This is an optimization exercise on Yosys and OpenROAD, whose aim is small area, a short achievable clock period and few clock cycles, not a production implementation. In this exercise RTL edits were held to simulation tests only and were not proved equivalent to the original. Power is estimated from default activity; no workload was simulated.

## conv_pool
module conv_pool (clk, rst, in_valid, in_ready, in_w, in_x0, in_x1, in_x2, in_x3,
                  in_bias, in_last, out_valid, out_z);
   input clk;
   input rst;
   input in_valid;
   output in_ready;
   input [33:0] in_w;
   input [33:0] in_x0;
   input [33:0] in_x1;
   input [33:0] in_x2;
   input [33:0] in_x3;
   input [33:0] in_bias;
   input in_last;
   output reg out_valid;
   output [33:0] out_z;
   reg [1:0] slot;      
   reg [1:0] step;      
   reg bph;             
   reg lastr;           
   reg newvec;          
   wire adv = in_valid && (step == slot);
   reg rdy;
   assign in_ready = rdy;
   wire [1:0] slotN = slot + 2'd1;
   wire [1:0] stepN = adv ? step + 2'd1 : step;
   wire toBias = adv && (step == 2'd3) && !bph && lastr;
   wire accept = adv && (step == 2'd3) && (bph || !lastr);
   wire bphN = toBias ? 1'b1 : (accept ? 1'b0 : bph);
   wire lastrN = (adv && step == 2'd0 && !bph) ? in_last : lastr;
   always @(posedge clk) begin
      lastr <= lastrN;
      if (rst) begin
         slot <= 2'd0;
         step <= 2'd0;
         bph <= 1'b0;
         newvec <= 1'b1;
         rdy <= 1'b0;
      end else begin
         slot <= slotN;
         step <= stepN;
         bph <= bphN;
         if (accept)
            newvec <= bph;
         rdy <= (slotN == 2'd3) && (stepN == 2'd3) && (bphN || !lastrN);
      end
   end
   reg [33:0] xsel;
   always @(*) begin
      case (slot)
         2'd0: xsel = in_x0;
         2'd1: xsel = in_x1;
         2'd2: xsel = in_x2;
         default: xsel = in_x3;
      endcase
   end
   wire [33:0] xin = bph ? in_bias : xsel;
   wire [11:0] bneg, bone, btwo;
   booth_enc benc (.b({1'b1, in_w[22:0]}), .neg(bneg), .one(bone), .two(btwo));
   reg [33:0] aX;
   reg [1:0] aWexc;
   reg aWsign;
   reg [7:0] aWexp;
   reg [11:0] aNeg, aOne, aTwo;
   reg [11:0] aNegN, aOneN, aTwoN;    
   reg aFirst, aBias;
  ...
Size: roughly 560 flip-flops, ~0.040 mm² of cells after synthesis.
clock: 11.0 ns
lec_check: 0
cap_margin: 70
core_margin: 2
core_utilization: 55
place_density: 0.85
slew_margin: 70
buffer_ports_args: -buffer_cell sky130_fd_sc_hd__buf_2
standard.sh (not shown) runs the stock make flow with config.mk's settings and CLKGATE_MAP_FILE= SYNTH_SCRIPT=/design/flow/synth_recipe.tcl, a recipe that flattens the netlist after the stock synthesis.
==> flow/flow/run.sh <==
#!/bin/bash
# Layout flow: the standard flow (standard.sh), with one change: the
# buffers that buffer_ports puts on every input and output port are buf_2
# cells instead of ORFS's default pick, the delay buffer clkdlybuf4s50_1.
set -euo pipefail
echo 'export BUFFER_PORTS_ARGS = -buffer_cell sky130_fd_sc_hd__buf_2' >> config.mk
bash standard.sh > standard.log 2>&1
The starting point completed without violations.
Testbench counts at the start, summed over its fixed seeds: cycles 17,796.
Rerun with:
==> flow/run.sh (new file) <==
#!/bin/bash
# synth_recipe.tcl (not shown) runs the flow's synth.tcl, then flattens the netlist and writes it again
# the make line also repeats each setting of config.mk as NAME=value (left out here)
make -C /OpenROAD-flow-scripts/flow DESIGN_CONFIG=/design/flow/config.mk WORK_HOME=/design/flow/orfs CLKGATE_MAP_FILE= SYNTH_SCRIPT=/design/flow/synth_recipe.tcl finish
--- a/flow/config.mk
+++ b/flow/config.mk
@@ -8,6 +8,5 @@
 export CAP_MARGIN = 70
 export CORE_MARGIN = 2
-export CORE_UTILIZATION = 55
-export PLACE_DENSITY = 0.85
+export CORE_UTILIZATION = 40
+export PLACE_DENSITY = 0.75
 export SLEW_MARGIN = 70
-export BUFFER_PORTS_ARGS = -buffer_cell sky130_fd_sc_hd__buf_2
removed: flow/flow/run.sh
removed: flow/standard.sh
Final area rose by a few percent.
Core utilization went down by 15 points.
Worst setup slack gets better by 0.11 ns.
Critical path depth stays the same.
Sequential power hardly moves.
Final cell count grows by a few percent.
Synthesized cell count stays the same.
Register-to-register slack gets better by 0.11 ns.
Flip-flop and latch count stays the same.
Via count fell by a few percent.
Rerun with:
==> flow/flow/run.sh (new file) <==
#!/bin/bash
# Layout flow: the standard flow (standard.sh), with one change: the
# buffers that buffer_ports puts on every input and output port are buf_2
# cells instead of ORFS's default pick, the delay buffer clkdlybuf4s50_1.
set -euo pipefail
echo 'export BUFFER_PORTS_ARGS = -buffer_cell sky130_fd_sc_hd__buf_2' >> config.mk
bash standard.sh > standard.log 2>&1
==> flow/standard.sh (new file) <==
#!/bin/bash
# synth_recipe.tcl (not shown) runs the flow's synth.tcl, then flattens the netlist and writes it again
# the make line also repeats each setting of config.mk as NAME=value (left out here)
make -C /OpenROAD-flow-scripts/flow DESIGN_CONFIG=/design/flow/config.mk WORK_HOME=/design/flow/orfs CLKGATE_MAP_FILE= SYNTH_SCRIPT=/design/flow/synth_recipe.tcl "${@:-finish}"
--- a/flow/config.mk
+++ b/flow/config.mk
@@ -6,7 +6,8 @@
 export NUM_CORES = 4
 export LEC_CHECK = 0
-export CAP_MARGIN = 70
+export CAP_MARGIN = 50
 export CORE_MARGIN = 2
 export CORE_UTILIZATION = 40
 export PLACE_DENSITY = 0.75
-export SLEW_MARGIN = 70
+export SLEW_MARGIN = 50
+export BUFFER_PORTS_ARGS = -buffer_cell sky130_fd_sc_hd__buf_2
removed: flow/run.sh
Outcome:
- The new run ran to the end with no violations
- setup slack got worse by 0.50 ns
- clock skew went up by 0.0057 ns
- cell area falls by 4.4%
- sequential share of layout area rose by 0.85 points
- worst hold slack is about the same
- power falls by 2.2%
- non-clock buffer count shrinks by 18
- via count came out lower by 0.57%
- final cell count went down by 0.39%
- utilization drops by 2.0 points
Rerun with:
--- a/flow/config.mk
+++ b/flow/config.mk
@@ -6,8 +6,8 @@
 export NUM_CORES = 4
 export LEC_CHECK = 0
-export CAP_MARGIN = 50
+export CAP_MARGIN = 85
 export CORE_MARGIN = 2
 export CORE_UTILIZATION = 40
 export PLACE_DENSITY = 0.75
-export SLEW_MARGIN = 50
+export SLEW_MARGIN = 85
 export BUFFER_PORTS_ARGS = -buffer_cell sky130_fd_sc_hd__buf_2
Global-route usage is higher by 1.4 points. Clock power is higher by about 5%. Combinational power is higher by 34%. Sequential power is higher by about 3%. Cell count is higher by 6.8%. Power is higher by 23%. Clock-buffer cell count is lower by 8. Routed wire length is higher by 16%. Via count is higher by 10%. Non-clock buffer count is higher by 378.

-- afterwards: timing with drivers on the ports --
The results above use ideal ports. As a check the final layouts listed here were re-extracted and re-timed, cells and wires unchanged. Step 1 assumes that a clkbuf_16 drives the clock port and a buf_2 every other input. Step 2, shift: input delay + t, output delay - t, t = (earliest + latest rising clock arrival at the registers) / 2. This alone moves slack from input paths to output paths. Three values: no drivers, after step 1, after step 2; two values: the first two.
| run | shift t [ns] | setup slack, ns | clock arrival spread, ns | worst register clock-pin slew, ns | worst slew at a driven data input, ns |
|---|---|---|---|---|---|
| the first run | 0.691 | 6.906 / 6.906 / 6.906 | 0.055 / 0.055 | 0.07 / 0.07 | 0.06 |
| the second run | 0.687 | 7.017 / 7.017 / 7.017 | 0.030 / 0.030 | 0.07 / 0.07 | 0.07 |
| the third run | 0.690 | 6.515 / 6.515 / 6.515 | 0.035 / 0.035 | 0.07 / 0.07 | 0.06 |
| the fourth run | 0.702 | 0.843 / 0.843 / 0.843 | 0.045 / 0.046 | 0.07 / 0.07 | 0.06 |
After both steps every run listed still meets setup and hold.
